From an optimization exercise on the open Yosys and OpenROAD flow, aimed at small area, a short achievable clock period and few clock cycles; shortcuts taken in it are not production practice. At most, simulation tests tie the RTL to the original design; equivalence was not proved. For runs 1 to 4, only the layout was checked, not whether the RTL still works. Power is estimated from default activity; no workload was simulated.

==> design/flow/run.sh <==
#!/bin/bash
# synth_recipe.tcl (not shown) runs the flow's synth.tcl, then flattens the netlist and writes it again
# the make line also repeats each setting of config.mk as NAME=value (left out here)
make -C /OpenROAD-flow-scripts/flow DESIGN_CONFIG=/design/flow/config.mk WORK_HOME=/design/flow/orfs CLKGATE_MAP_FILE= SYNTH_SCRIPT=/design/flow/synth_recipe.tcl finish
==> design/flow/config.mk <==
export PLATFORM = sky130hd
export DESIGN_NAME = JAM
export DESIGN_NICKNAME = JAM
export VERILOG_FILES = /design/flow/design.v
export SDC_FILE = /design/flow/constraint.sdc
export NUM_CORES = 4
export LEC_CHECK = 0
export CAP_MARGIN = 20
export CORE_MARGIN = 2
export CORE_UTILIZATION = 65
export SETUP_SLACK_MARGIN = 2.0
export SLEW_MARGIN = 20
==> design/flow/constraint.sdc <==
create_clock -name core_clock -period 6.0 [get_ports {CLK}]
set_input_delay 1.2000 -clock core_clock [delete_from_list [all_inputs] [get_ports {CLK}]]
set_output_delay 1.2000 -clock core_clock [all_outputs]
set_load 0.01 [all_outputs]
==> design/flow/design.v <==
`timescale 1ns/10ps
module JAM (
    input CLK,
    input RST,
    output reg [2:0] W,
    output reg [2:0] J,
    input [6:0] Cost,
    output reg [3:0] MatchCount,
    output reg [9:0] MinCost,
    output reg Valid );
localparam S_SCAN = 2'd0;
localparam S_WAIT = 2'd1;
localparam S_SRCH = 2'd2;
localparam S_DONE = 2'd3;
reg [1:0] state;
reg [6:0] u  [0:7];
reg [6:0] v  [0:7];
reg [2:0] ra [0:7];          
reg       c8;                
reg       p1v;
reg [2:0] p1w;
reg [3:0] p1j;
reg [6:0] cm;                
reg [6:0] vlast;             
reg       r2v;
reg [2:0] r2w, r2j;
reg [6:0] rx;                
reg       bv;
reg [2:0] bw;
reg       vav;               
reg [6:0] vadd;
reg [6:0] badd;
reg [9:0] base;
reg       donescan;
reg       x0go;
reg [9:0] P  [0:7];          
reg [2:0] js [0:6];          
reg [7:0] used;              
reg       cvld;              
reg       cdone;             
reg [2:0] rW, rWm;           
reg [2:0] jWm;               
reg       fv;
reg [2:0] fd, fj;
reg [7:0] fu;
reg [9:0] fpw;               
reg [6:0] fuw;               
reg [6:0] fvj;               
reg [2:0] ffc;               
reg [2:0] fr0, fr1;          
reg [6:0] creg;
reg       ev;
reg [2:0] ed, ec;
reg [7:0] eu;
reg [9:0] ePU;               
reg [8:0] eR;                
reg [6:0] evj;
reg [2:0] efc;
reg [2:0] er0, er1;
function [7:0] gtm;          
    input [2:0] a;
    gtm = 8'hfe << a;
endfunction
function [7:0] ltm;          
    input [2:0] a;
    ltm = ~(8'hff << a);
endfunction
function [2:0] pe;           
    input [7:0] x;
    integer k;
    begin
        pe = 3'd0;
        for (k = 7; k >= 0; k = k - 1)
            if (x[k]) pe = k[2:0];
    end
endfunction
function [3:0] cnext;        
    input [7:0] mk;
    input [2:0] a;
    reg   [7:0] hi;
    begin
        hi = mk & gtm(a);
        cnext = {|mk, pe((|hi) ? hi : mk)};
    end
endfunction
function [7:0] between;
    input [2:0] a;
    input [2:0] s;
    between = (a < s) ? (gtm(a) & ltm(s)) : (gtm(a) | ltm(s));
endfunction
function [12:0] add12;
    input [11:0] a;
    input [11:0] b;
    input        cin;
    add12 = {1'b0, a} + {1'b0, b} + {12'd0, cin};
endfunction
function [23:0] csa;
    input [11:0] a;
    input [11:0] b;
    input [11:0] c;
    reg   [11:0] cy;
    begin
        cy = (a & b) | (a & c) | (b & c);
        csa = {a ^ b ^ c, cy[10:0], 1'b0};
    end
endfunction
function [9:0] sel10;
    input [79:0] x;
    input [2:0]  k;
    input [2:0]  o;
    integer n;
    begin
        sel10 = 10'd0;
        for (n = 0; n < 8; n = n + 1)
            sel10 = sel10 | ({10{k == n}} & x[((n + o) & 7) * 10 +: 10]);
    end
endfunction
wire [79:0] raf, uf, vf, Pf, jsf;
genvar gi;
generate
    for (gi = 0; gi < 8; gi = gi + 1) begin : g_flat
        assign raf[gi*10 +: 10] = {7'd0, ra[gi]};
        assign uf[gi*10 +: 10]  = {3'd0, u[gi]};
        assign vf[gi*10 +: 10]  = {3'd0, v[gi]};
        assign Pf[gi*10 +: 10]  = P[gi];
        assign jsf[gi*10 +: 10] = (gi == 7) ? 10'd0 : {7'd0, js[gi]};
    end
endgenerate
wire [2:0]  W1  = W + 3'd1;
wire [9:0]  pw  = sel10(Pf, W, 3'd0);
wire [6:0]  vj  = sel10(vf, J, 3'd0);
wire [6:0]  uw  = sel10(uf, W, 3'd0);
wire [2:0]  ra1 = sel10(raf, W, 3'd1);
wire [7:0]  uc  = used | (8'd1 << J);
wire [7:0]  fhi = ~uc & ~ltm(ra1);
wire [2:0]  fc  = pe((|fhi) ? fhi : ~uc);
wire [11:0] bst = {2'b00, MinCost};
wire [12:0] PUs = add12({2'b00, fpw}, {5'h1f, ~fuw}, 1'b1);
wire [9:0]  PU  = PUs[9:0];
wire [23:0] rq  = csa(bst, {2'b11, ~fpw}, {5'd0, fuw});
wire [12:0] Rs  = add12(rq[23:12], {rq[11:1], 1'b1}, 1'b0);
wire [11:0] R   = Rs[11:0];
wire       cfree = cvld && J == rW && W != 3'd7;
wire [3:0] nA  = cnext(~used & between(J, rW), J);
wire       okA = nA[3];
wire [2:0] Wm  = W - 3'd1;
wire [2:0] ra2 = sel10(raf, W, 3'd6);   
wire [2:0] jp2 = sel10(jsf, W, 3'd6);   
wire [7:0] uB  = used & ~(8'd1 << jWm);
wire [3:0] nB  = cnext(~uB & between(jWm, rWm), jWm);
wire       okB = nB[3];
wire [8:0] CV    = {2'b00, creg} - {2'b00, evj};
wire [9:0] cmpd  = {eR[8], eR} - {CV[8], CV};    
wire       le    = !cmpd[9];
wire       lt    = !cmpd[9] && (cmpd[8:0] != 9'd0);
wire       acc   = ev && le;
wire       leaf  = (ed == 3'd7);
wire       redir = acc && !leaf;
wire [9:0] sum   = ePU + {CV[8], CV};         
wire [6:0] cmin  = (p1w == 3'd0 || Cost < cm) ? Cost : cm;
wire [6:0] ru    = u[r2w];
wire [7:0] rd    = {1'b0, rx} - {1'b0, ru};      
wire       rlt   = rd[7];
wire       rfirst = (r2j == 3'd0);
wire [6:0] nu    = (rfirst || rlt) ? rx : ru;
always @(posedge CLK or posedge RST) begin
    if (RST) begin
        state <= S_SCAN;
        c8 <= 1'b0;
        W <= 3'd0;
        J <= 3'd0;
        Valid <= 1'b0;
        p1v <= 1'b0;
        r2v <= 1'b0;
        bv <= 1'b0;
        vav <= 1'b0;
        donescan <= 1'b0;
        x0go <= 1'b0;
        cvld <= 1'b0;
        cdone <= 1'b0;
        fv <= 1'b0;
        ev <= 1'b0;
    end else begin
        p1v <= (state == S_SCAN);
        r2v <= p1v && p1j != 4'd0;
        bv <= r2v && r2j == 3'd7;
        vav <= p1v && p1j != 4'd8 && p1w == 3'd7;
        donescan <= bv && bw == 3'd7;        
        x0go <= donescan;
        fv <= cvld && !cfree && state == S_SRCH && !redir;
        ev <= fv && !redir;
        case (state)
        S_SCAN: begin
            {c8, J, W} <= {c8, J, W} + 7'd1;
            if (c8 && W == 3'd7) state <= S_WAIT;
        end
        S_WAIT: begin
            if (x0go) begin
                state <= S_SRCH;
                W <= 3'd0;
                J <= ra[0];
                cvld <= 1'b1;
                cdone <= 1'b0;
            end
        end
        S_SRCH: begin
            if (redir) begin
                W <= ed + 3'd1;
                J <= efc;
                cvld <= 1'b1;
                cdone <= 1'b0;
            end else if (cfree) begin
                W <= W1;
                J <= fc;
                cvld <= 1'b1;
            end else if (cdone) begin
                if (!fv && !ev) begin
                    state <= S_DONE;
                    Valid <= 1'b1;
                end
            end else if (okA) begin
                J <= nA[2:0];
                cvld <= 1'b1;
            end else if (W == 3'd0) begin
                cdone <= 1'b1;
                cvld <= 1'b0;
            end else if (okB) begin
                W <= Wm;
                J <= nB[2:0];
                cvld <= 1'b1;
            end else begin
                W <= Wm;
                J <= jWm;
                cvld <= 1'b0;
            end
        end
        default: ;
        endcase
    end
end
integer i;
always @(posedge CLK) begin
    p1w <= W;
    p1j <= {c8, J};
    if (state == S_SCAN || state == S_WAIT) begin
        P[0] <= {3'd0, Cost};
        for (i = 1; i < 8; i = i + 1) P[i] <= P[i - 1];
    end
    if (p1v && p1j != 4'd8) begin
        cm <= cmin;
        if (p1w == 3'd7) begin
            v[p1j[2:0]] <= cmin;
            vlast <= cmin;
        end
    end
    rx <= P[7][6:0] - vlast;
    r2w <= p1w;
    r2j <= p1j[2:0] - 3'd1;
    if (r2v) begin
        u[r2w] <= nu;
        if (rfirst || rlt) ra[r2w] <= r2j;
    end
    badd <= nu;
    bw <= r2w;
    vadd <= cmin;
    if (state == S_SCAN && p1v && p1w == 3'd0 && p1j == 4'd0)
        base <= 10'd0;
    else if (vav || bv)
        base <= base + (vav ? vadd : 7'd0) + (bv ? badd : 7'd0);
    if (x0go)
        P[0] <= base;
    creg <= Cost;
    fd <= W;
    fj <= J;
    fu <= used;
    fpw <= pw;
    fuw <= uw;
    fvj <= vj;
    ffc <= fc;
    fr0 <= rW;
    fr1 <= ra1;
    ed <= fd;
    ec <= fj;
    eu <= fu;
    ePU <= PU;
    eR <= (R[11] && R[10:8] != 3'b111) ? 9'h100 : (!R[11] && R[10:8] != 3'd0) ? 9'h0ff : R[8:0];
    evj <= fvj;
    efc <= ffc;
    er0 <= fr0;
    er1 <= fr1;
    if (state != S_SRCH) begin
        rW <= ra[0];
    end else if (redir) begin
        rW <= er1;
        rWm <= er0;
        jWm <= ec;
    end else if (cfree) begin
        rW <= ra1;
        rWm <= rW;
        jWm <= J;
    end else if (!cdone && !okA && W != 3'd0) begin
        rW <= rWm;
        rWm <= ra2;
        jWm <= jp2;
    end
    if (state == S_SCAN || state == S_WAIT) begin
        MinCost <= 10'h3ff;
        used <= 8'd0;
    end else if (state == S_SRCH) begin
        if (acc && leaf) begin
            if (lt) begin
                MinCost <= sum;
                MatchCount <= 4'd1;
            end else begin
                MatchCount <= MatchCount + 4'd1;
            end
        end
        if (ev && !leaf) begin
            js[ed] <= ec;
            P[ed + 3'd1] <= sum;
        end
        if (redir) begin
            used <= eu | (8'd1 << ec);
        end else if (cfree) begin
            js[W] <= J;
            P[W1] <= pw;
            used <= uc;
        end else if (!cdone && !okA && W != 3'd0) begin
            used <= uB;
        end
    end
end
endmodule
==> metrics.log, run 1 <==
INFO  metric run_status = complete, no violations
INFO  metric synth.largest_area_cell = edfxtp_1
INFO  metric final-hold-violation-count = 0
INFO  metric unrepaired_setup_endpoints_after_global_routing = true
INFO  metric reg2regPathDepth = 23
INFO  metric static-leakage-power = 10.4 nW
INFO  metric syn2layout_area_growth = 15.1%
INFO  metric initial_standard_cell_utilization_of_the_core = 0.659
INFO  metric stdcell_count = 2686
INFO  metric ys_warn_count = 1
INFO  metric reg2reg_slack = 1.96 ns
INFO  metric postSynth.asyncResetShare = 0.0451
INFO  metric p_switching = 1.97 mW
INFO  metric core_area = 0.0345 sq mm
INFO  metric layout.nets = 2319
INFO  metric drc_errors = 0
INFO  metric drv.max_cap_violation_count = 0
INFO  metric power.sequential.fraction = 0.463
INFO  metric synth_most_common_cell = edfxtp_1
INFO  metric numPortBuffers = 29
INFO  metric critPathRequiredTime = 6.31 ns
INFO  metric vias = 18100
INFO  metric maxClockFrequency = 248 MHz
INFO  metric die_h = 191 um
INFO  metric ant_nets = 0
INFO  metric finalCritPeriodShare = 0.673
INFO  metric cts_root_buf = clkbuf_16
INFO  metric critical_path.endpoint = P[2][5]
INFO  metric slew-limit-headroom = 0.317
INFO  metric worst_tran_pin_value = 1.02 ns
INFO  metric detail_route.iter0.violations = 2477
INFO  metric hpwl = 45000 um
INFO  metric timing.critical_path.arrival = 4.35 ns
INFO  metric synth_top_flop_cell = edfxtp_1
INFO  metric utilization = 0.759
INFO  metric synth_seq_cells = 443
INFO  metric synth_fp_nets = 2259
INFO  metric setup.worst_path.start_class = register
INFO  metric power.density = 290 mW/mm^2
INFO  metric floorplan.die.width = 191 um
INFO  metric design_internal_power = 5.63 mW
INFO  metric critical_path_class = reg2reg
INFO  metric routed_wire_length_per_instance = 24.9 um
INFO  metric globalRoute.totalOverflow = 0
INFO  metric rows = 68
INFO  metric vias_per_inst = 6.75
INFO  metric global_route_wire_length_before_repair = 100000 um
INFO  metric syn_area_per_cell = 10.7 sq um
INFO  metric power.share.clock = 0.390
INFO  metric finalMaxSlewViolations = 0
INFO  metric crit_path_start = creg[0]
INFO  metric grt_pass1_vias = 17100
INFO  metric route.final.wire_length = 66900 um
INFO  metric num_io_pins = 30
INFO  metric detailedRoute.firstPassIterationCount = 9
INFO  metric ctsLongestPathBuffers = 3
INFO  metric crit-reg2reg-capture = P[2][5]
INFO  metric cts.sink_count = 443
INFO  metric cts_hold_bufs = 0
INFO  metric finalWeightedCongestion = 0.898
INFO  metric setup_violations = 0
INFO  metric finalSetupTns = 0 ns
INFO  metric grt_start_max_net_pins = 42
INFO  metric synth_area = 0.0228 sq mm
INFO  metric min-delay-path-class = reg2reg
INFO  metric worst_r2r_startpoint = creg[0]
INFO  metric clkLatencyLatePin = 0.60 ns
INFO  metric number_of_antenna_violations_at_the_first_check_in_global_routing = 3
INFO  metric dieArea = 0.0366 sq mm
INFO  metric synth_common_cells = edfxtp_1, nor2_1, nand2_1
INFO  metric hold_path.startpoint = fr0[1]
INFO  metric synthCells = 2131
INFO  metric fin_crit = 4.04 ns
INFO  metric yosys-top-cells-area = edfxtp_1, dfxtp_1, ha_1
INFO  metric worst_ir_drop_vdd = 0.363 mV
INFO  metric place_inst = 2535
INFO  metric fin_worst_skew = 0.0173 ns
INFO  metric grt_resource_usage_total = 0.363
INFO  metric synth_edf_count = 264
INFO  metric p_comb_frac = 0.147
INFO  metric synth_top_cell_area_share = 0.348
INFO  metric cts_buffers = 46
INFO  metric timing.critical_path.fanout_max = 9
INFO  metric cts.reportedPaths.clkPinSlew = 0.07 ns
INFO  metric post_route_cells_drive_above_1_share = 0.153
INFO  metric ys_seq_area_frac = 0.510
INFO  metric htree_levels = 2
INFO  metric power_switching_share = 0.259
INFO  metric yosysUniqueCellTypes = 91
INFO  metric tritoncts = built
INFO  metric worstSetupEndpointType = register
## layer usage
layer  GRT usage  wire (um)  up-vias
met3      0.0760       7970      218
li1            -          -     8051
met4       0.130       2550        2
met2       0.567      30400     1214
met1       0.503      26000     8647
met5           0          9        -
## flip-flops by register name (all words and copies together), names as in the netlist, 9 cells and up
register	flops
fpw	10
js	21
P	80
ePU	10
base	10
ra	24
eR	9
MinCost	10
v	56
u	56
## layout by cell type, fill, tap and decap left out, drive strengths merged, types with 40 or more instances in the layout
cell type and n:
mux2 40, nand2 170, buf 92, a222oi 60, nor2 189, mux2i 91, dfxtp 159, edfxtp 264
clkbuf 64, a21oi 151, ha 97, o21ai 107, inv 129
## cells by family (layout without fill, tap and decap cells)
logic type / Yosys count / after routing / synth area share
AO/OA/AOI/OAI: 561 / 561 / 0.169
AND/OR/NAND/NOR: 567 / 576 / 0.117
other: 0 / 2 / 0
flip-flops: 443 / 443 / 0.510
multiplexers: 140 / 140 / 0.0688
XOR/XNOR: 48 / 48 / 0.0185
buffers and inverters: 248 / 337 / 0.0423
adder cells (fa/ha/maj): 124 / 124 / 0.0748
## what timing repair did
action,4_1_cts,5_1_grt
endpoints found under the setup margin,273,283
buffers inserted,25,27
endpoints found under the hold margin,0,0
gates cloned,5,6
pin swaps,18,32
resized for setup,62,75
## critical path, stage by stage (launching register included)
cell      delay, ns
dfxtp_2        0.32
inv_2          0.06
ha_4           0.13
inv_2          0.04
fa_2           0.37
nand2_2        0.10
nand2_2        0.07
a21oi_4        0.14
o21bai_1       0.08
a21oi_1        0.16
xnor2_1        0.16
inv_1          0.10
ha_4           0.25
o21ai_2        0.13
a31oi_2        0.06
buf_4          0.17
o21ai_4        0.14
buf_6          0.17
nand2_8        0.07
nor4_4         0.32
and3_4         0.24
buf_8          0.14
nand3b_1       0.18
buf_6          0.18
## metrics by stage
| step | setup slack [ns] | power [mW] | hold slack (ns) | instance area, sq um |
|---|---|---|---|---|
| 2_1_floorplan | 1.97 | 4.30 | 0.310 | 22800 |
| 6_report | 1.96 | 7.60 | 0.321 | 26200 |
| 4_1_cts | 1.95 | 7.57 | 0.326 | 25700 |
| 5_1_grt | 1.79 | 7.87 | 0.328 | 26200 |
| 3_5_place_dp | 1.11 | 4.61 | 0.312 | 23600 |
| 3_3_place_gp | 1.30 | 4.57 | 0.310 | 23500 |
## final cells by class
| cell class | count | area [sq um] |
|---|---|---|
| antenna | 2 | 5.00 |
| clock buffer | 63 | 1280 |
| clock inverter | 23 | 297 |
| fill | 2310 | 8320 |
| inverter | 128 | 484 |
| multi-input combinational | 1449 | 10900 |
| sequential | 443 | 11600 |
| tap | 455 | 569 |
| timing repair buffer | 123 | 1100 |
## worst min path at each step
stage,end,slack (ns),cells past startpoint
after floorplan,efc[0],0.31,0
after global placement,eu[2],0.31,0
after detailed placement,eu[5],0.31,0
after CTS,eu[0],0.33,0
after global routing,eu[0],0.33,0
final,er0[1],0.32,0
## power by group through the flow
| stage | registers, mW | logic (mW) | clock network (mW) |
|---|---|---|---|
| CTS | 3.52 | 1.07 | 2.98 |
| global route | 3.54 | 1.24 | 3.09 |
| floorplan | 3.53 | 0.766 | 0 |
| global placement | 3.57 | 0.993 | 0 |
| finish | 3.52 | 1.11 | 2.96 |
| detailed placement | 3.58 | 1.03 | 0 |
==> inputs of run 2 (changes only) <==
--- a/design/flow/design.v
+++ b/design/flow/design.v
@@ -319,11 +319,13 @@
             js[ed] <= ec;
             P[ed + 3'd1] <= sum;
         end
+        if (cfree) begin
+            js[W] <= J;
+            P[W1] <= pw;
+        end
         if (redir) begin
             used <= eu | (8'd1 << ec);
         end else if (cfree) begin
-            js[W] <= J;
-            P[W1] <= pw;
             used <= uc;
         end else if (!cdone && !okA && W != 3'd0) begin
             used <= uB;
--- a/design/flow/config.mk
+++ b/design/flow/config.mk
@@ -8,5 +8,5 @@
 export CAP_MARGIN = 20
 export CORE_MARGIN = 2
 export CORE_UTILIZATION = 65
-export SETUP_SLACK_MARGIN = 2.0
+export SETUP_SLACK_MARGIN = 2.5
 export SLEW_MARGIN = 20
==> run 2 against run 1 <==
Critical path depth down 6. Synthesized area down 0.42%. Still clean on timing, DRC and antenna. Routed wire length fell by 0.15%. Flip-flop and latch count did not move. Critical path type unchanged. Hold slack improved by 0.0051 ns. Global-route usage down 0.36 points. First-iteration DRC count down 2.6%. Cell area is 1.2% higher. Power increased by 0.12%. Die area down 0.41%. Cell count up 2.5%.
==> metrics.log, run 2 <==
INFO  metric worst_tran_pin_value = 1.07 ns (was 1.02 ns)
INFO  metric number_of_antenna_violations_at_the_first_check_in_global_routing = 3 (unchanged)
INFO  metric synth_common_cells = edfxtp_1, nand2_1, nor2_1 (was edfxtp_1, nor2_1, nand2_1)
INFO  metric post_route_cells_drive_above_1_share = 0.178 (was 0.153)
INFO  metric cts_buffers = 46 (unchanged)
INFO  metric layout.cells.most_common = edfxtp_1 (unchanged)
INFO  metric synth_area = 0.0227 sq mm (was 0.0228 sq mm)
INFO  metric postSynth.asyncResetShare = 0.0451 (unchanged)
INFO  metric syn2layout_area_growth = 17.0% (was 15.1%)
INFO  metric fin_worst_skew = 0.0226 ns (was 0.0173 ns)
INFO  metric timing.critical_path.cells = inv_1 > ha_1 > a21o_1 > a21o_1 > xor2_1 > inv_1 > ha_1 > a21o_1 > a21oi_1 > a31oi_4 > a221o_2 > nor2_4 > o21ai_2 > nand2_2 > mux2_4 > a2111oi_4 > o32ai_1 (was inv_2 > ha_4 > inv_2 > fa_2 > nand2_2 > nand2_2 > a21oi_4 > o21bai_1 > a21oi_1 > xnor2_1 > inv_1 > ha_4 > o21ai_2 > a31oi_2 > buf_4 > o21ai_4 > buf_6 > nand2_8 > nor4_4 > and3_4 > buf_8 > nand3b_1 > buf_6)
INFO  metric critical-path-top-cell-by-count = a21o_1
INFO  metric slew-limit-headroom = 0.286 (was 0.317)
INFO  metric synth.largest_area_cell = edfxtp_1 (unchanged)
INFO  metric max_flop_register = P (unchanged)
INFO  metric preCtsSetupSlack = 1.72 ns (was 1.11 ns)
INFO  metric highest_count_cells_in_the_layout_ignoring_fill_and_taps = edfxtp_1, nand2_1, nor2_1, dfxtp_1, inv_1 (was edfxtp_1, nor2_1, nand2_1, dfxtp_1, a21oi_1)
INFO  metric fin_crit = 3.89 ns (was 4.04 ns)
INFO  metric ant_nets = 0 (unchanged)
INFO  metric initial_standard_cell_utilization_of_the_core = 0.658 (was 0.659)
INFO  metric power.total = 7.61 mW (was 7.60 mW)
INFO  metric worst_path_largest_cell_delay = 0.43 ns (was 0.37 ns)
INFO  metric run_status = complete, no violations (unchanged)
INFO  metric timing.critical_path.fanout_max = 4 (was 9)
INFO  metric num_io_pins = 30 (unchanged)
INFO  metric core_area = 0.0345 sq mm (about the same)
INFO  metric htree_levels = 2 (unchanged)
INFO  metric drc_errors = 0 (unchanged)
INFO  metric hpwl = 44800 um (was 45000 um)
INFO  metric clkLatencyLatePin = 0.58 ns (was 0.60 ns)
INFO  metric grt_pass1_vias = 17600 (was 17100)
INFO  metric cts_hold_bufs = 0 (unchanged)
INFO  metric detail_route.iter0.violations = 2412 (was 2477)
INFO  metric synth_seq_cells = 443 (unchanged)
INFO  metric critical_path_class = reg2reg (unchanged)
INFO  metric met2WireLength = 30300 um (was 30400 um)
INFO  metric top_signal_layer_used = met4 (was met5)
INFO  metric cts_root_buf = clkbuf_16 (unchanged)
INFO  metric finalWeightedCongestion = 0.952 (was 0.898)
INFO  metric finalSetupTns = 0 ns (unchanged)
INFO  metric ys_seq_area_frac = 0.512 (was 0.510)
INFO  metric syn_area_per_cell = 10.3 sq um (was 10.7 sq um)
INFO  metric finalMaxSlewViolations = 0 (unchanged)
INFO  metric timing.critical_path.arrival = 4.33 ns (was 4.35 ns)
INFO  metric routed_wire_length_per_instance = 24.3 um (was 24.9 um)
INFO  metric grt_start_max_net_pins = 38 (was 42)
INFO  metric tritoncts = built (unchanged)
INFO  metric worstSetupEndpointType = register (unchanged)
INFO  metric critPathRequiredTime = 6.44 ns (was 6.31 ns)
INFO  metric unrepaired_setup_endpoints_after_global_routing = true (unchanged)
INFO  metric min-delay-path-class = reg2reg (unchanged)
INFO  metric synthCells = 2197 (was 2131)
INFO  metric synth_top_flop_cell = edfxtp_1 (unchanged)
INFO  metric numPortBuffers = 29 (unchanged)
INFO  metric route.final.wire_length = 66800 um (was 66900 um)
INFO  metric cts.sink_count = 443 (unchanged)
INFO  metric largest_register_ff_count = 80 (unchanged)
INFO  metric routedLengthMet1 = 26000 um (about the same)
INFO  metric setup.worst_path.start_class = register (unchanged)
INFO  metric yosys-top-cells-area = edfxtp_1, dfxtp_1, ha_1 (unchanged)
INFO  metric worst_path_max_delay_cell = a221o_2 (was fa_2)
INFO  metric synth_top_cell_area_share = 0.349 (was 0.348)
INFO  metric cts.reportedPaths.clkPinSlew = 0.06 ns (was 0.07 ns)
INFO  metric critical_path_buf_inv_count = 2 (was 7)
INFO  metric globalRoute.totalOverflow = 0 (unchanged)
INFO  metric vias_per_inst = 6.77 (was 6.75)
INFO  metric layout.nets = 2388 (was 2319)
INFO  metric synth_fp_nets = 2325 (was 2259)
INFO  metric power.density = 287 mW/mm^2 (was 290 mW/mm^2)
INFO  metric ys_warn_count = 1 (unchanged)
INFO  metric grt_resource_usage_total = 0.359 (was 0.363)
INFO  metric worst_ir_drop_vdd = 0.327 mV (was 0.363 mV)
INFO  metric utilization = 0.770 (was 0.759)
INFO  metric detailedRoute.firstPassIterationCount = 10 (was 9)
INFO  metric final-hold-violation-count = 0 (unchanged)
INFO  metric global_route_wire_length_before_repair = 100000 um (about the same)
INFO  metric vias = 18600 (was 18100)
INFO  metric worst_path_dominant_cell_family = compound AO/OA/AOI/OAI gates (was simple AND/OR/NAND/NOR gates)
INFO  metric setup_slack = 2.11 ns (was 1.96 ns)
INFO  metric finalCritPeriodShare = 0.649 (was 0.673)
INFO  metric met3_length = 7880 um (was 7970 um)
INFO  metric static-leakage-power = 10.5 nW (was 10.4 nW)
INFO  metric maxClockFrequency = 257 MHz (was 248 MHz)
INFO  metric synth_edf_count = 264 (unchanged)
INFO  metric setup_violations = 0 (unchanged)
INFO  metric drv.max_cap_violation_count = 0 (unchanged)
INFO  metric floorplan.die.width = 191 um (about the same)
INFO  metric synth_most_common_cell = edfxtp_1 (unchanged)
INFO  metric yosysUniqueCellTypes = 81 (was 91)
INFO  metric dieArea = 0.0364 sq mm (was 0.0366 sq mm)
INFO  metric rows = 68 (unchanged)
INFO  metric ctsLongestPathBuffers = 3 (unchanged)
INFO  metric die_h = 191 um (about the same)
[run 2: cell types whose count changed in the layout (fill, tap and decap cells not counted), moves of 10 or more]
cell / before / now
a21oi_1: 147 / 121
a21oi_2: 2 / 18
nor2_1: 178 / 155
nand2_1: 161 / 221
mux2i_1: 91 / 28
o21ai_0: 90 / 124
a31oi_1: 16 / 26
[run 2: final timing paths]
check,from,end,slack (ns),depth (start not counted)
max,evj[1],J[2],2.11,17
min,fu[2],eu[2],0.33,0
max reg2reg,evj[1],J[2],2.11,17
min reg2reg,fu[2],eu[2],0.33,0
max in group asynchronous,RST,J[2],4.03,2
min in group asynchronous,RST,p1v,1.25,2
[run 2: area by class of cell]
class	instances	area (sq um)
inverters	135	517
well taps	455	569
diodes	1	2.50
clock buffers	71	1400
flip-flops and latches	443	11600
repair buffers	133	1260
fillers	2270	7920
multi-input cells	1501	11000
clock inverters	15	154
[run 2: routing by layer]
| layer | GRT usage | up-vias |
|---|---|---|
| met5 | 0 | - |
| met4 | 0.127 | 0 |
| met3 | 0.0674 | 200 |
| met2 | 0.562 | 1235 |
| met1 | 0.504 | 8948 |
| li1 | - | 8263 |
[run 2: power breakdown]
| part | switching, mW | internal (mW) | leakage (nW) |
|---|---|---|---|
| registers | 0.122 | 3.41 | 4.09 |
| clock network | 1.20 | 1.70 | 0.762 |
| logic | 0.644 | 0.528 | 5.70 |
[run 2: per-stage QoR]
stage / instance area, sq um / instances / hold slack [ns]
CTS: 25800 / 2716 / 0.327
floorplan: 22800 / 2197 / 0.310
global route: 26500 / 2753 / 0.332
global placement: 23400 / 2592 / 0.310
finish: 26500 / 2754 / 0.326
detailed placement: 23400 / 2592 / 0.314
[run 2: logic make-up after synthesis]
group | Yosys count | synth area share
mux | 78 | 0.0418
compound gates | 610 | 0.181
buf+inv | 257 | 0.0444
flops | 443 | 0.512
fa+ha+maj | 120 | 0.0734
xor+xnor | 53 | 0.0205
simple gates | 636 | 0.127
[run 2: repair_timing]
action | CTS | global route
pin swaps | 25 | 39
endpoints found under the setup margin | 286 | 376
setup buffers | 35 | 33
gates resized for setup | 126 | 120
cloned | 3 | 3
==> inputs of run 3 (changes only) <==
--- a/design/flow/config.mk
+++ b/design/flow/config.mk
@@ -8,5 +8,5 @@
 export CAP_MARGIN = 20
 export CORE_MARGIN = 2
 export CORE_UTILIZATION = 65
-export SETUP_SLACK_MARGIN = 2.5
+export SETUP_SLACK_MARGIN = 3.0
 export SLEW_MARGIN = 20
==> run 3 against run 2 <==
Largest power group unchanged. Still clean. Synthesized area unchanged. Die area unchanged. Cell area rose by 7.7%. Flip-flop and latch count did not move. Count of clock-buffer cells in the layout shrank 4. Combinational power rose by 38%. First-iteration DRC count grew 30%.
==> metrics.log, run 3 <==
INFO  metric timing.critical_path.arrival = 4.63 ns (was 4.33 ns)
INFO  metric synth_most_common_cell = edfxtp_1 (unchanged)
INFO  metric htree_levels = 2 (unchanged)
INFO  metric static-leakage-power = 11.4 nW (was 10.5 nW)
INFO  metric setup_violations = 0 (unchanged)
INFO  metric floorplan.die.width = 191 um (unchanged)
INFO  metric cts.reportedPaths.clkPinSlew = 0.07 ns (was 0.06 ns)
INFO  metric cts.sink_count = 443 (unchanged)
INFO  metric ys_warn_count = 1 (unchanged)
INFO  metric highest_count_cells_in_the_layout_ignoring_fill_and_taps = edfxtp_1, nand2_1, dfxtp_1, buf_4, nor2_1 (was edfxtp_1, nand2_1, nor2_1, dfxtp_1, inv_1)
INFO  metric run_status = complete, no violations (unchanged)
INFO  metric worst_tran_pin_value = 1.01 ns (was 1.07 ns)
INFO  metric hold_path.startpoint = fr1[2] (was fu[2])
INFO  metric num_io_pins = 30 (unchanged)
INFO  metric max_flop_register = P (unchanged)
INFO  metric rows = 68 (unchanged)
INFO  metric synth_edf_count = 264 (unchanged)
INFO  metric layout.cells.most_common = edfxtp_1 (unchanged)
INFO  metric core_area = 0.0345 sq mm (unchanged)
INFO  metric finalMaxSlewViolations = 0 (unchanged)
INFO  metric worst_path_max_delay_cell = ha_1 (was a221o_2)
INFO  metric number_of_antenna_violations_at_the_first_check_in_global_routing = 4 (was 3)
INFO  metric synth_common_cells = edfxtp_1, nand2_1, nor2_1 (unchanged)
INFO  metric largest_register_ff_count = 80 (unchanged)
INFO  metric vias = 20300 (was 18600)
INFO  metric ant_nets = 0 (unchanged)
INFO  metric layout.nets = 2511 (was 2388)
INFO  metric worst_ir_drop_vdd = 0.398 mV (was 0.327 mV)
INFO  metric timing.critical_path.fanout_max = 20 (was 4)
INFO  metric synthCells = 2197 (unchanged)
INFO  metric synth_area = 0.0227 sq mm (unchanged)
INFO  metric drc_errors = 0 (unchanged)
INFO  metric slew-limit-headroom = 0.324 (was 0.286)
INFO  metric grt_pass1_vias = 18200 (was 17600)
INFO  metric finalSetupTns = 0 ns (unchanged)
INFO  metric worstSetupEndpointType = register (unchanged)
INFO  metric fin_crit = 4.19 ns (was 3.89 ns)
INFO  metric finalWeightedCongestion = 0.989 (was 0.952)
INFO  metric timing.critical_path.cells = inv_2 > ha_4 > inv_2 > fa_2 > buf_4 > xor2_4 > inv_1 > ha_1 > nor2b_1 > o21ai_1 > a21boi_1 > o21ai_0 > nand2b_1 > a31oi_1 > xor2_1 > a311oi_2 > buf_6 > nor3_2 > a31oi_1 (was inv_1 > ha_1 > a21o_1 > a21o_1 > xor2_1 > inv_1 > ha_1 > a21o_1 > a21oi_1 > a31oi_4 > a221o_2 > nor2_4 > o21ai_2 > nand2_2 > mux2_4 > a2111oi_4 > o32ai_1)
INFO  metric synth_top_flop_cell = edfxtp_1 (unchanged)
INFO  metric finalCritPeriodShare = 0.698 (was 0.649)
INFO  metric grt_resource_usage_total = 0.389 (was 0.359)
INFO  metric drv.max_cap_violation_count = 0 (unchanged)
INFO  metric hpwl = 45600 um (was 44800 um)
INFO  metric cts_buffers = 46 (unchanged)
INFO  metric ys_seq_area_frac = 0.512 (unchanged)
INFO  metric post_route_cells_drive_above_1_share = 0.259 (was 0.178)
INFO  metric die_h = 191 um (unchanged)
INFO  metric ctsLongestPathBuffers = 3 (unchanged)
INFO  metric postSynth.asyncResetShare = 0.0451 (unchanged)
INFO  metric critical_path_class = reg2reg (unchanged)
INFO  metric setup.worst_path.start_class = register (unchanged)
INFO  metric yosysUniqueCellTypes = 81 (unchanged)
INFO  metric vias_per_inst = 7.06 (was 6.77)
INFO  metric worst_path_largest_cell_delay = 0.37 ns (was 0.43 ns)
INFO  metric critical_path_buf_inv_count = 5 (was 2)
INFO  metric globalRoute.totalOverflow = 0 (unchanged)
INFO  metric dieArea = 0.0364 sq mm (unchanged)
INFO  metric grt_start_max_net_pins = 39 (was 38)
INFO  metric routed_wire_length_per_instance = 27.9 um (was 24.3 um)
INFO  metric initial_standard_cell_utilization_of_the_core = 0.658 (unchanged)
INFO  metric synth_top_cell_area_share = 0.349 (unchanged)
INFO  metric worst_path_dominant_cell_family = compound AO/OA/AOI/OAI gates (unchanged)
INFO  metric power.total = 8.07 mW (was 7.61 mW)
INFO  metric synth_seq_cells = 443 (unchanged)
INFO  metric yosys-top-cells-area = edfxtp_1, dfxtp_1, ha_1 (unchanged)
INFO  metric worst_r2r_startpoint = creg[0] (was evj[1])
INFO  metric synth_fp_nets = 2325 (unchanged)
INFO  metric tritoncts = built (unchanged)
INFO  metric syn_area_per_cell = 10.3 sq um (unchanged)
INFO  metric maxClockFrequency = 239 MHz (was 257 MHz)
INFO  metric clkLatencyLatePin = 0.61 ns (was 0.58 ns)
INFO  metric fin_worst_skew = 0.0311 ns (was 0.0226 ns)
INFO  metric critPathRequiredTime = 6.44 ns (about the same)
INFO  metric unrepaired_setup_endpoints_after_global_routing = true (unchanged)
INFO  metric power.density = 282 mW/mm^2 (was 287 mW/mm^2)
INFO  metric final-hold-violation-count = 0 (unchanged)
INFO  metric crit_path_start = creg[0] (was evj[1])
INFO  metric numPortBuffers = 29 (unchanged)
INFO  metric syn2layout_area_growth = 26.0% (was 17.0%)
INFO  metric detail_route.iter0.violations = 3129 (was 2412)
INFO  metric detailedRoute.firstPassIterationCount = 10 (unchanged)
INFO  metric global_route_wire_length_before_repair = 107000 um (was 100000 um)
INFO  metric synth.largest_area_cell = edfxtp_1 (unchanged)
INFO  metric route.final.wire_length = 80300 um (was 66800 um)
INFO  metric min-delay-path-class = reg2reg (unchanged)
INFO  metric cts_root_buf = clkbuf_16 (unchanged)
run 3: cell families (layout without fill, tap and decap cells):
group | count (synthesis) | count (layout) | share of synthesized area
buf+inv | 257 | 466 | 0.0444
simple gates | 636 | 641 | 0.127
flops | 443 | 443 | 0.512
other cells | 0 | 2 | 0
fa+ha+maj | 120 | 120 | 0.0734
compound gates | 610 | 613 | 0.181
mux | 78 | 83 | 0.0418
xor+xnor | 53 | 55 | 0.0205
run 3: cell type report:
| type | instances | area [sq um] |
|---|---|---|
| Timing Repair Buffer | 245 | 2440 |
| Antenna cell | 2 | 5.00 |
| Clock buffer | 67 | 1310 |
| Fill cell | 1844 | 5870 |
| Inverter | 135 | 531 |
| Tap cell | 455 | 569 |
| Sequential cell | 443 | 11600 |
| Multi-Input combinational cell | 1512 | 11900 |
| Clock inverter | 19 | 203 |
run 3: final timing paths:
| check | to | slack, ns | depth (start not counted) |
|---|---|---|---|
| max in group asynchronous | J[1] | 4.01 | 2 |
| min in group asynchronous | donescan | 1.23 | 2 |
| max | MinCost[2] | 1.81 | 19 |
| min | er1[2] | 0.33 | 0 |
| min reg2reg | er1[2] | 0.33 | 0 |
| max reg2reg | MinCost[2] | 1.81 | 19 |
run 3: worst reg2reg max path, delay by kind of cell (launching register included):
family / cells / cell delay, ns
adder cells (fa/ha/maj): 3 / 0.85
XOR/XNOR: 2 / 0.39
buffers and inverters: 5 / 0.62
AND/OR/NAND/NOR: 3 / 0.40
flip-flops: 1 / 0.32
AO/OA/AOI/OAI: 6 / 1.46
run 3: what timing repair did:
action | in CTS | in global routing
setup buffers | 112 | 69
endpoints found under the setup margin | 499 | 470
cloned | 6 | 15
hold buffers | 0 | 0
gates resized for setup | 218 | 206
pin swaps | 60 | 70
run 3: metrics by stage:
| step | util | hold WS (ns) | instance area, sq um | cells | setup WS (ns) |
|---|---|---|---|---|---|
| 3_3_place_gp | 0.685 | 0.310 | 23600 | 2588 | 1.79 |
| 2_1_floorplan | - | 0.310 | 23100 | 2197 | 2.32 |
| 3_5_place_dp | 0.685 | 0.313 | 23600 | 2588 | 1.63 |
| 6_report | 0.830 | 0.328 | 28600 | 2878 | 1.81 |
| 4_1_cts | 0.785 | 0.325 | 27100 | 2792 | 2.21 |
| 5_1_grt | 0.829 | 0.335 | 28600 | 2876 | 1.77 |
run 3: power by group:
group	internal (mW)	total, mW	switching (mW)	leakage [nW]
sequential	3.41	3.54	0.135	4.08
clock	1.63	2.91	1.29	0.734
combinational	0.766	1.61	0.845	6.59
total	5.80	8.07	2.27	11.4
run 3: routing by layer:
metal | global-route usage | wire (um)
met4 | 0.175 | 4820
met3 | 0.0957 | 11200
met5 | 0 | 12
met1 | 0.519 | 28200
met2 | 0.605 | 36000
==> inputs of run 4 (changes only) <==
--- a/design/flow/design.v
+++ b/design/flow/design.v
@@ -43,11 +43,9 @@
 reg       fv;
 reg [2:0] fd, fj;
 reg [7:0] fu;
-reg [9:0] fpw;               
-reg [6:0] fuw;               
+reg [9:0] fPU;               
 reg [6:0] fvj;               
 reg [2:0] ffc;               
-reg [2:0] fr0, fr1;          
 reg [6:0] creg;
 reg       ev;
 reg [2:0] ed, ec;
@@ -56,7 +54,6 @@
 reg [8:0] eR;                
 reg [6:0] evj;
 reg [2:0] efc;
-reg [2:0] er0, er1;
 function [7:0] gtm;          
     input [2:0] a;
     gtm = 8'hfe << a;
@@ -131,14 +128,12 @@
 wire [6:0]  vj  = sel10(vf, J, 3'd0);
 wire [6:0]  uw  = sel10(uf, W, 3'd0);
 wire [2:0]  ra1 = sel10(raf, W, 3'd1);
+wire [12:0] PUs = add12({2'b00, pw}, {5'h1f, ~uw}, 1'b1);
+wire [9:0]  PU  = PUs[9:0];              
 wire [7:0]  uc  = used | (8'd1 << J);
 wire [7:0]  fhi = ~uc & ~ltm(ra1);
 wire [2:0]  fc  = pe((|fhi) ? fhi : ~uc);
-wire [11:0] bst = {2'b00, MinCost};
-wire [12:0] PUs = add12({2'b00, fpw}, {5'h1f, ~fuw}, 1'b1);
-wire [9:0]  PU  = PUs[9:0];
-wire [23:0] rq  = csa(bst, {2'b11, ~fpw}, {5'd0, fuw});
-wire [12:0] Rs  = add12(rq[23:12], {rq[11:1], 1'b1}, 1'b0);
+wire [12:0] Rs  = add12({2'b00, MinCost}, {2'b11, ~fPU}, 1'b1);
 wire [11:0] R   = Rs[11:0];
 wire       cfree = cvld && J == rW && W != 3'd7;
 wire [3:0] nA  = cnext(~used & between(J, rW), J);
@@ -273,26 +268,21 @@
     fd <= W;
     fj <= J;
     fu <= used;
-    fpw <= pw;
-    fuw <= uw;
+    fPU <= PU;
     fvj <= vj;
     ffc <= fc;
-    fr0 <= rW;
-    fr1 <= ra1;
     ed <= fd;
     ec <= fj;
     eu <= fu;
-    ePU <= PU;
+    ePU <= fPU;
     eR <= (R[11] && R[10:8] != 3'b111) ? 9'h100 : (!R[11] && R[10:8] != 3'd0) ? 9'h0ff : R[8:0];
     evj <= fvj;
     efc <= ffc;
-    er0 <= fr0;
-    er1 <= fr1;
     if (state != S_SRCH) begin
         rW <= ra[0];
     end else if (redir) begin
-        rW <= er1;
-        rWm <= er0;
+        rW <= sel10(raf, ed, 3'd1);
+        rWm <= sel10(raf, ed, 3'd0);
         jWm <= ec;
     end else if (cfree) begin
         rW <= ra1;
--- a/design/flow/config.mk
+++ b/design/flow/config.mk
@@ -8,5 +8,5 @@
 export CAP_MARGIN = 20
 export CORE_MARGIN = 2
 export CORE_UTILIZATION = 65
-export SETUP_SLACK_MARGIN = 3.0
+export SETUP_SLACK_MARGIN = 2.5
 export SLEW_MARGIN = 20
==> run 4 against run 3 <==
Synthesized cell count decreased by 0.82%. Clock power decreased by 5%. Critical path depth decreased by 1. Combinational power decreased by 12%. Still clean. Routed wire length decreased by 13%. Synthesized area decreased by 1.1%. Cell area decreased by 6.1%. Power decreased by 5.5%. Die area decreased by 1.0%. Via count decreased by 6.5%. Clock skew decreased by 0.014 ns.
==> metrics.log, run 4 <==
INFO  metric globalRoute.totalOverflow = 0 (unchanged)
INFO  metric finalMaxSlewViolations = 0 (unchanged)
INFO  metric grt_pass1_vias = 17600 (was 18200)
INFO  metric crit_cells = 18 (was 19)
INFO  metric cts_root_buf = clkbuf_16 (unchanged)
INFO  metric critical_path_class = reg2reg (unchanged)
INFO  metric rows = 68 (unchanged)
INFO  metric yosys-top-cells-area = edfxtp_1, dfxtp_1, ha_1 (unchanged)
INFO  metric number_of_antenna_violations_at_the_first_check_in_global_routing = 1 (was 4)
INFO  metric synth-compound-area-share = 0.193 (was 0.181)
INFO  metric global_route_wire_length_before_repair = 101000 um (was 107000 um)
INFO  metric fin_crit = 3.99 ns (was 4.19 ns)
INFO  metric core_area = 0.0343 sq mm (was 0.0345 sq mm)
INFO  metric synth_fa_ha_area_frac = 0.0661 (was 0.0734)
INFO  metric static-leakage-power = 10.6 nW (was 11.4 nW)
INFO  metric filler_cell_count = 2135 (was 1844)
INFO  metric finalCritPeriodShare = 0.665 (was 0.698)
INFO  metric ctsLongestPathBuffers = 3 (unchanged)
INFO  metric maxClockFrequency = 251 MHz (was 239 MHz)
INFO  metric critical_path_buf_inv_count = 5 (unchanged)
INFO  metric worst_hold_slack = 0.317 ns (was 0.328 ns)
INFO  metric ys_warn_count = 1 (unchanged)
INFO  metric synth_top_family_by_area = compound AO/OA/AOI/OAI gates (unchanged)
INFO  metric route.final.wire_length = 69900 um (was 80300 um)
INFO  metric floorplan.die.width = 190 um (was 191 um)
INFO  metric cts_buffers = 43 (was 46)
INFO  metric post_route_cells_drive_above_1_share = 0.216 (was 0.259)
INFO  metric synth_common_cells = edfxtp_1, nand2_1, nor2_1 (unchanged)
INFO  metric cts_hold_bufs = 0 (unchanged)
INFO  metric routed_wire_length_per_instance = 25.3 um (was 27.9 um)
INFO  metric die_h = 190 um (was 191 um)
INFO  metric synth-simple-area-share = 0.132 (was 0.127)
INFO  metric unrepaired_setup_endpoints_after_global_routing = true (unchanged)
INFO  metric worst_path_largest_cell_delay = 0.51 ns (was 0.37 ns)
INFO  metric detail_route.iter0.violations = 2927 (was 3129)
INFO  metric htree_levels = 2 (unchanged)
INFO  metric num_io_pins = 30 (unchanged)
INFO  metric vias = 19000 (was 20300)
INFO  metric postSynth.asyncResetShare = 0.0472 (was 0.0451)
INFO  metric place_inst = 2567 (was 2588)
INFO  metric synth_xor_xnor_area_share = 0.0180 (was 0.0205)
INFO  metric synth_top_cell_area_share = 0.353 (was 0.349)
INFO  metric slew-limit-headroom = 0.295 (was 0.324)
INFO  metric finalSetupTns = 0 ns (unchanged)
INFO  metric min-delay-path-class = reg2reg (unchanged)
INFO  metric vias_per_inst = 6.86 (was 7.06)
INFO  metric worst_ir_drop_vdd = 0.416 mV (was 0.398 mV)
INFO  metric ys_seq_area_frac = 0.500 (was 0.512)
INFO  metric synth_area = 0.0224 sq mm (was 0.0227 sq mm)
INFO  metric layout.nets = 2392 (was 2511)
INFO  metric setup.worst_path.start_class = register (unchanged)
INFO  metric synth.largest_area_cell = edfxtp_1 (unchanged)
INFO  metric stdcell_count = 2767 (was 2878)
INFO  metric timing.critical_path.cells = inv_1 > ha_2 > inv_2 > fa_2 > a21o_1 > a21oi_2 > buf_4 > xnor2_4 > inv_1 > ha_1 > o41ai_2 > buf_4 > nor2b_1 > xnor2_1 > o41a_1 > and3_4 > nand2_1 > o211ai_1 (was inv_2 > ha_4 > inv_2 > fa_2 > buf_4 > xor2_4 > inv_1 > ha_1 > nor2b_1 > o21ai_1 > a21boi_1 > o21ai_0 > nand2b_1 > a31oi_1 > xor2_1 > a311oi_2 > buf_6 > nor3_2 > a31oi_1)
INFO  metric syn_area_per_cell = 10.3 sq um (about the same)
INFO  metric grt_start_max_net_pins = 46 (was 39)
INFO  metric synth_seq_cells = 424 (was 443)
INFO  metric worstSetupEndpointType = register (unchanged)
INFO  metric synth_edf_count = 264 (unchanged)
INFO  metric tritoncts = built (unchanged)
INFO  metric ant_nets = 0 (unchanged)
INFO  metric syn2layout_area_growth = 19.6% (was 26.0%)
INFO  metric layout.cells.most_common = edfxtp_1 (unchanged)
INFO  metric drc_errors = 0 (unchanged)
INFO  metric timing.critical_path.fanout_max = 6 (was 20)
INFO  metric yosysUniqueCellTypes = 94 (was 81)
INFO  metric critPathRequiredTime = 6.41 ns (was 6.44 ns)
INFO  metric synth_top_flop_cell = edfxtp_1 (unchanged)
INFO  metric run_status = complete, no violations (unchanged)
INFO  metric synthCells = 2179 (was 2197)
INFO  metric numPortBuffers = 29 (unchanged)
INFO  metric timing.critical_path.arrival = 4.40 ns (was 4.63 ns)
INFO  metric drv.max_cap_violation_count = 0 (unchanged)
INFO  metric setup_violations = 0 (unchanged)
INFO  metric final-hold-violation-count = 0 (unchanged)
INFO  metric worst_tran_pin_value = 1.05 ns (was 1.01 ns)
INFO  metric initial_standard_cell_utilization_of_the_core = 0.655 (was 0.658)
INFO  metric dieArea = 0.0360 sq mm (was 0.0364 sq mm)
INFO  metric share_of_cell_area_taken_by_muxes_after_synthesis = 0.0467 (was 0.0418)
INFO  metric synth_fp_nets = 2295 (was 2325)
INFO  metric clkLatencyLatePin = 0.57 ns (was 0.61 ns)
INFO  metric hpwl = 45000 um (was 45600 um)
INFO  metric detailedRoute.firstPassIterationCount = 12 (was 10)
INFO  metric grt_resource_usage_total = 0.366 (was 0.389)
INFO  metric cts.sink_count = 424 (was 443)
INFO  metric cts.reportedPaths.clkPinSlew = 0.07 ns (about the same)
INFO  metric hold-path-cell-count = 0 (unchanged)
INFO  metric power.density = 284 mW/mm^2 (was 282 mW/mm^2)
INFO  metric max_flop_register = P (unchanged)
INFO  metric worst_path_max_delay_cell = o41a_1 (was ha_1)
INFO  metric finalWeightedCongestion = 0.976 (was 0.989)
INFO  metric reg2regPathDepth = 18 (was 19)
INFO  metric largest_register_ff_count = 80 (unchanged)
INFO  metric worst_path_dominant_cell_family = compound AO/OA/AOI/OAI gates (unchanged)
INFO  metric highest_count_cells_in_the_layout_ignoring_fill_and_taps = edfxtp_1, nand2_1, nor2_1, dfxtp_1, a21oi_1 (was edfxtp_1, nand2_1, dfxtp_1, buf_4, nor2_1)
INFO  metric fin_worst_skew = 0.0173 ns (was 0.0311 ns)
INFO  metric synth_most_common_cell = edfxtp_1 (unchanged)
run 4: per-stage QoR:
| step | cell area (sq um) | power (mW) | utilization | setup slack [ns] |
|---|---|---|---|---|
| 3_5_place_dp | 23100 | 4.58 | 0.674 | 1.62 |
| 5_1_grt | 26800 | 7.90 | 0.783 | 1.89 |
| 2_1_floorplan | 22600 | 4.27 | - | 2.48 |
| 4_1_cts | 25700 | 7.44 | 0.750 | 2.25 |
| 3_3_place_gp | 23100 | 4.52 | 0.673 | 1.71 |
| 6_report | 26800 | 7.62 | 0.783 | 2.01 |
run 4: cells by family (layout without fill, tap and decap cells):
group / count (synthesis) / in the layout
simple gates: 642 / 643
other cells: 0 / 1
fa+ha+maj: 111 / 111
flops: 424 / 424
xor+xnor: 46 / 47
compound gates: 626 / 626
buf+inv: 245 / 375
mux: 85 / 85
run 4: timing repair:
item                                    in CTS  in global routing
endpoints found under the setup margin     382                361
gates resized for setup                    138                144
gates cloned                                 2                  5
buffers inserted                            57                 55
pin swaps                                   50                 77
hold endpoints to repair                     0                  0
run 4: path summary, 6_finish.rpt:
kind | startpoint | to | slack, ns
worst max-delay path | creg[0] | MinCost[1] | 2.01
worst min-delay path | fvj[3] | evj[3] | 0.32
worst max register to register | creg[0] | MinCost[1] | 2.01
worst min register to register | fvj[3] | evj[3] | 0.32
max in group asynchronous | RST | J[1] | 4.19
min in group asynchronous | RST | vav | 1.14
run 4: power breakdown:
| group | switching [mW] | internal, mW | leakage (nW) |
|---|---|---|---|
| clock network | 1.18 | 1.58 | 0.717 |
| logic | 0.756 | 0.662 | 6.00 |
| registers | 0.142 | 3.30 | 3.93 |
| total | 2.08 | 5.54 | 10.6 |
run 4: per-layer routing:
metal / routed length [um] / up-vias / GRT usage
met5: 13 / - / 0
met4: 2970 / 2 / 0.134
met3: 8230 / 236 / 0.0740
met2: 31900 / 1330 / 0.580
met1: 26800 / 9093 / 0.506
li1: - / 8330 / -
run 4: final cells by class:
type                    instances  area (sq um)  area share
multi-input cells            1512         11300       0.422
diodes                          1          2.50   0.0000932
clock inverters                18           180     0.00671
well taps                     455           569      0.0212
clock buffers                  62          1270      0.0474
repair buffers                178          1780      0.0663
inverters                     117           467      0.0174
flip-flops and latches        424         11200       0.419
==> inputs of run 5 (changes only) <==
--- a/design/flow/design.v
+++ b/design/flow/design.v
@@ -50,9 +50,9 @@
 reg       ev;
 reg [2:0] ed, ec;
 reg [7:0] eu;
-reg [9:0] ePU;               
-reg [8:0] eR;                
-reg [6:0] evj;
+reg [9:0] eK;                
+reg [7:0] eT;                
+reg       eneg;              
 reg [2:0] efc;
 function [7:0] gtm;          
     input [2:0] a;
@@ -133,8 +133,11 @@
 wire [7:0]  uc  = used | (8'd1 << J);
 wire [7:0]  fhi = ~uc & ~ltm(ra1);
 wire [2:0]  fc  = pe((|fhi) ? fhi : ~uc);
-wire [12:0] Rs  = add12({2'b00, MinCost}, {2'b11, ~fPU}, 1'b1);
-wire [11:0] R   = Rs[11:0];
+wire [23:0] tq  = csa({2'b00, MinCost}, {2'b11, ~fPU}, {5'd0, fvj});
+wire [12:0] Ts  = add12(tq[23:12], {tq[11:1], 1'b1}, 1'b0);
+wire [11:0] T   = Ts[11:0];
+wire [12:0] Ks  = add12({2'b00, fPU}, {5'h1f, ~fvj}, 1'b1);
+wire [9:0]  K   = Ks[9:0];
 wire       cfree = cvld && J == rW && W != 3'd7;
 wire [3:0] nA  = cnext(~used & between(J, rW), J);
 wire       okA = nA[3];
@@ -144,14 +147,12 @@
 wire [7:0] uB  = used & ~(8'd1 << jWm);
 wire [3:0] nB  = cnext(~uB & between(jWm, rWm), jWm);
 wire       okB = nB[3];
-wire [8:0] CV    = {2'b00, creg} - {2'b00, evj};
-wire [9:0] cmpd  = {eR[8], eR} - {CV[8], CV};    
-wire       le    = !cmpd[9];
-wire       lt    = !cmpd[9] && (cmpd[8:0] != 9'd0);
-wire       acc   = ev && le;
+wire       le    = {1'b0, creg} <= eT;
+wire       lt    = {1'b0, creg} <  eT;
+wire       acc   = ev && !eneg && le;
 wire       leaf  = (ed == 3'd7);
 wire       redir = acc && !leaf;
-wire [9:0] sum   = ePU + {CV[8], CV};         
+wire [9:0] sum   = eK + creg;                  
 wire [6:0] cmin  = (p1w == 3'd0 || Cost < cm) ? Cost : cm;
 wire [6:0] ru    = u[r2w];
 wire [7:0] rd    = {1'b0, rx} - {1'b0, ru};      
@@ -274,9 +275,9 @@
     ed <= fd;
     ec <= fj;
     eu <= fu;
-    ePU <= fPU;
-    eR <= (R[11] && R[10:8] != 3'b111) ? 9'h100 : (!R[11] && R[10:8] != 3'd0) ? 9'h0ff : R[8:0];
-    evj <= fvj;
+    eK <= K;
+    eneg <= T[11];
+    eT <= (T[10:8] != 3'd0) ? 8'hff : T[7:0];
     efc <= ffc;
     if (state != S_SRCH) begin
         rW <= ra[0];
--- a/design/flow/config.mk
+++ b/design/flow/config.mk
@@ -8,5 +8,7 @@
 export CAP_MARGIN = 20
 export CORE_MARGIN = 2
 export CORE_UTILIZATION = 65
+export CTS_BUF_LIST = sky130_fd_sc_hd__clkbuf_4 sky130_fd_sc_hd__clkbuf_8
+export CTS_CLUSTER_SIZE = 30
 export SETUP_SLACK_MARGIN = 2.5
 export SLEW_MARGIN = 20
==> run 5 against run 4 <==
Maximum frequency increased by 10%. Highest routed layer unchanged. Critical path depth decreased by 2. First-iteration DRC count increased by 15%. Critical path type unchanged. Still clean. Flip-flop and latch count decreased by 7. Power decreased by 6.2%. Via count increased by 2.9%. Cell area decreased by 3.6%. Combinational power decreased by 24%.
==> metrics.log, run 5 <==
INFO  metric design_internal_power = 5.18 mW (was 5.54 mW)
INFO  metric grt_resource_usage_total = 0.400 (was 0.366)
INFO  metric num_io_pins = 30 (unchanged)
INFO  metric numPortBuffers = 29 (unchanged)
INFO  metric largest_register_ff_count = 80 (unchanged)
INFO  metric highest_count_cells_in_the_layout_ignoring_fill_and_taps = edfxtp_1, nand2_1, o21ai_0, nor2_1, inv_1 (was edfxtp_1, nand2_1, nor2_1, dfxtp_1, a21oi_1)
INFO  metric ant_nets = 0 (unchanged)
INFO  metric layout.nets = 2423 (was 2392)
INFO  metric ctsLongestPathBuffers = 3 (unchanged)
INFO  metric critical_path_class = reg2reg (unchanged)
INFO  metric clkLatencyLatePin = 0.65 ns (was 0.57 ns)
INFO  metric power.total = 7.15 mW (was 7.62 mW)
INFO  metric synth_seq_cells = 417 (was 424)
INFO  metric post_route_cells_drive_above_1_share = 0.169 (was 0.216)
INFO  metric synth_top_cell_area_share = 0.354 (was 0.353)
INFO  metric setup_slack = 2.38 ns (was 2.01 ns)
INFO  metric critPathRequiredTime = 6.53 ns (was 6.41 ns)
INFO  metric timing.critical_path.fanout_max = 7 (was 6)
INFO  metric hpwl = 49300 um (was 45000 um)
INFO  metric global_route_wire_length_before_repair = 108000 um (was 101000 um)
INFO  metric power.sequential.fraction = 0.475 (was 0.451)
INFO  metric timing.critical_path.cells = buf_6 > ha_4 > buf_12 > a222oi_1 > nand2_1 > a222oi_1 > ha_1 > buf_6 > nand2_4 > nand2_2 > a21oi_2 > o21bai_1 > a21oi_2 > nor2b_1 > nor3_2 > xnor2_1 (was inv_1 > ha_2 > inv_2 > fa_2 > a21o_1 > a21oi_2 > buf_4 > xnor2_4 > inv_1 > ha_1 > o41ai_2 > buf_4 > nor2b_1 > xnor2_1 > o41a_1 > and3_4 > nand2_1 > o211ai_1)
INFO  metric final-hold-violation-count = 0 (unchanged)
INFO  metric syn_area_per_cell = 10.1 sq um (was 10.3 sq um)
INFO  metric cts_buffers = 69 (was 43)
INFO  metric detailedRoute.firstPassIterationCount = 11 (was 12)
INFO  metric static-leakage-power = 10.6 nW (about the same)
INFO  metric tritoncts = built (unchanged)
INFO  metric cts.reportedPaths.clkPinSlew = 0.07 ns (about the same)
INFO  metric synth_common_cells = edfxtp_1, nand2_1, o21ai_0 (was edfxtp_1, nand2_1, nor2_1)
INFO  metric drc_errors = 0 (unchanged)
INFO  metric setup.worst_path.start_class = register (unchanged)
INFO  metric drv.max_cap_violation_count = 0 (unchanged)
INFO  metric number_of_antenna_violations_at_the_first_check_in_global_routing = 4 (was 1)
INFO  metric unrepaired_setup_endpoints_after_global_routing = true (unchanged)
INFO  metric timing.critical_path.arrival = 4.15 ns (was 4.40 ns)
INFO  metric worst_tran_pin_value = 1.17 ns (was 1.05 ns)
INFO  metric hold_path.startpoint = ffc[0] (was fvj[3])
INFO  metric worst_hold_slack = 0.324 ns (was 0.317 ns)
INFO  metric synth_area = 0.0224 sq mm (about the same)
INFO  metric vias = 19500 (was 19000)
INFO  metric multiInputGateArea = 0.0109 sq mm (was 0.0113 sq mm)
INFO  metric synth_fp_nets = 2339 (was 2295)
INFO  metric utilization = 0.768 (was 0.783)
INFO  metric p_switching = 1.97 mW (was 2.08 mW)
INFO  metric ys_seq_area_frac = 0.495 (was 0.500)
INFO  metric synth_edf_count = 264 (unchanged)
INFO  metric power.density = 276 mW/mm^2 (was 284 mW/mm^2)
INFO  metric grt_start_max_net_pins = 43 (was 46)
INFO  metric postSynth.asyncResetShare = 0.0480 (was 0.0472)
INFO  metric ys_warn_count = 1 (unchanged)
INFO  metric synth_top_flop_cell = edfxtp_1 (unchanged)
INFO  metric htree_levels = 3 (was 2)
INFO  metric finalWeightedCongestion = 1.02 (was 0.976)
INFO  metric route.final.wire_length = 74400 um (was 69900 um)
INFO  metric grt_pass1_vias = 18200 (was 17600)
INFO  metric globalRoute.totalOverflow = 0 (unchanged)
INFO  metric seqCellArea = 0.0111 sq mm (was 0.0112 sq mm)
INFO  metric core_area = 0.0337 sq mm (was 0.0343 sq mm)
INFO  metric preCtsSetupSlack = 1.87 ns (was 1.62 ns)
INFO  metric synthCells = 2212 (was 2179)
INFO  metric synth_most_common_cell = edfxtp_1 (unchanged)
INFO  metric maxClockFrequency = 276 MHz (was 251 MHz)
INFO  metric syn2layout_area_growth = 15.5% (was 19.6%)
INFO  metric cts_root_buf = clkbuf_8 (was clkbuf_16)
INFO  metric layout.cells.most_common = edfxtp_1 (unchanged)
INFO  metric slew-limit-headroom = 0.214 (was 0.295)
INFO  metric worst_path_max_delay_cell = a222oi_1 (was o41a_1)
INFO  metric fin_crit = 3.62 ns (was 3.99 ns)
INFO  metric worst_path_largest_cell_delay = 0.69 ns (was 0.51 ns)
INFO  metric power_switching_share = 0.275 (was 0.273)
INFO  metric power.share.clock = 0.373 (was 0.363)
INFO  metric routed_wire_length_per_instance = 26.6 um (was 25.3 um)
INFO  metric p_comb_frac = 0.151 (was 0.186)
INFO  metric worstSetupEndpointType = register (unchanged)
INFO  metric finalMaxSlewViolations = 0 (unchanged)
INFO  metric synth.largest_area_cell = edfxtp_1 (unchanged)
INFO  metric finalCritPeriodShare = 0.603 (was 0.665)
INFO  metric crit_path_start = W[1] (was creg[0])
INFO  metric yosysUniqueCellTypes = 85 (was 94)
INFO  metric initial_standard_cell_utilization_of_the_core = 0.665 (was 0.655)
INFO  metric max_flop_register = P (unchanged)
INFO  metric die_h = 190 um (about the same)
INFO  metric cts_hold_bufs = 0 (unchanged)
INFO  metric yosys-top-cells-area = edfxtp_1, dfxtp_1, ha_1 (unchanged)
INFO  metric min-delay-path-class = reg2reg (unchanged)
INFO  metric fin_worst_skew = 0.0222 ns (was 0.0173 ns)
INFO  metric worst_r2r_startpoint = W[1] (was creg[0])
INFO  metric dieArea = 0.0360 sq mm (about the same)
INFO  metric cts.sink_count = 417 (was 424)
INFO  metric run_status = complete, no violations (unchanged)
INFO  metric vias_per_inst = 6.97 (was 6.86)
INFO  metric filler_cell_count = 2221 (was 2135)
INFO  metric floorplan.die.width = 190 um (about the same)
INFO  metric setup_violations = 0 (unchanged)
INFO  metric finalSetupTns = 0 ns (unchanged)
INFO  metric reg2reg_slack = 2.38 ns (was 2.01 ns)
INFO  metric worst_ir_drop_vdd = 0.367 mV (was 0.416 mV)
INFO  metric rows = 67 (was 68)
INFO  metric detail_route.iter0.violations = 3375 (was 2927)
## run 5: cell types whose count changed after synthesis, sizes merged, moves of 11 or more
| cell | delta |
|---|---|
| mux2 | -20 |
| a221oi | -11 |
| mux2i | +24 |
| o21ai | +17 |
| o211ai | +12 |
| clkbuf | +17 |
| a31oi | +11 |
| a21oi | -21 |
| buf | -14 |
| inv | +21 |
## run 5: path summary, 6_finish.rpt
path                       endpoint  cells past startpoint
max                          fPU[8]                     16
min                          efc[0]                      0
max reg2reg                  fPU[8]                     16
min reg2reg                  efc[0]                      0
max in group asynchronous      W[1]                      2
min in group asynchronous      J[1]                      2
## run 5: cell families (layout without fill, tap and decap cells)
| group | Yosys count | after routing | share of synthesized area |
|---|---|---|---|
| fa+ha+maj | 120 | 120 | 0.0738 |
| flops | 417 | 417 | 0.495 |
| compound gates | 633 | 633 | 0.191 |
| buf+inv | 273 | 411 | 0.0468 |
| xor+xnor | 42 | 42 | 0.0164 |
| simple gates | 641 | 642 | 0.132 |
| other cells | 0 | 2 | 0 |
| mux | 86 | 88 | 0.0444 |
## run 5: final cells by class
type | instances | share of cell area
antenna | 2 | 0.000193
clock buffer | 105 | 0.0496
clock inverter | 23 | 0.00696
inverter | 142 | 0.0213
multi-input combinational | 1525 | 0.421
sequential | 417 | 0.429
tap | 448 | 0.0217
timing repair buffer | 141 | 0.0502
## run 5: stage by stage
stage               instances  cell area (sq um)
detailed placement       2590              23100
global route             2801              25900
CTS                      2753              25100
global placement         2590              23100
floorplan                2212              22600
finish                   2803              25900
## run 5: power by group through the flow
| stage | Clock [mW] | Combinational [mW] | Sequential (mW) |
|---|---|---|---|
| after floorplan | 0 | 0.773 | 3.36 |
| after global placement | 0 | 0.957 | 3.45 |
| after detailed placement | 0 | 0.997 | 3.46 |
| after CTS | 2.66 | 1.04 | 3.40 |
| after global routing | 2.79 | 1.20 | 3.41 |
| final | 2.67 | 1.08 | 3.40 |
## run 5: routing by layer
layer	global-route usage	routed length (um)
met1	0.508	26100
met2	0.621	32800
met3	0.131	11200
met4	0.194	4380
met5	0	9
## run 5: critical path, delay by kind of cell (launching register included)
family          cells  cell delay (ns)
simple gates        5             0.44
xor+xnor            1             0.09
buf+inv             3             0.43
flops               1             0.45
fa+ha+maj           2             0.61
compound gates      5             1.46
## run 5: repair_timing
item                       in CTS  in global routing
gates resized for setup        60                 85
setup endpoints to repair     253                268
gates cloned                    3                  2
pin swaps                      19                 44
setup buffers                  32                 45
Testbench counts of run 5, summed over its fixed seeds: cycles 7,032.

==> afterwards: timing with drivers on the ports <==
In the flow no input, the clock included, has a driving cell. The finished layouts below were timed again as built, in two steps.
Step 1, drivers: a clkbuf_16 drives CLK and a buf_2 each remaining input, both assumed.
Step 2 also shifts input and output timing later by t, the mid clock arrival at the registers, as if the neighbouring blocks saw the same clock.
a / b / c = ideal / step 1 / step 2; a / b = the first two.
run | t, ns | slack for setup (ns) | pins driven straight from the clock port
run 1 | 0.643 | 1.962 / 1.962 / 1.886 | 1
run 2 | 0.627 | 2.108 / 2.108 / 2.078 | 1
run 3 | 0.649 | 1.811 / 1.811 / 1.811 | 1
run 4 | 0.615 | 2.013 / 2.013 / 2.013 | 1
run 5 | 0.686 | 2.380 / 2.380 / 1.946 | 1
After both steps setup and hold are still met in every run listed. The setup slack of run 5, which loses most, moves by 0.000 ns with the drivers and by -0.434 ns with both steps.
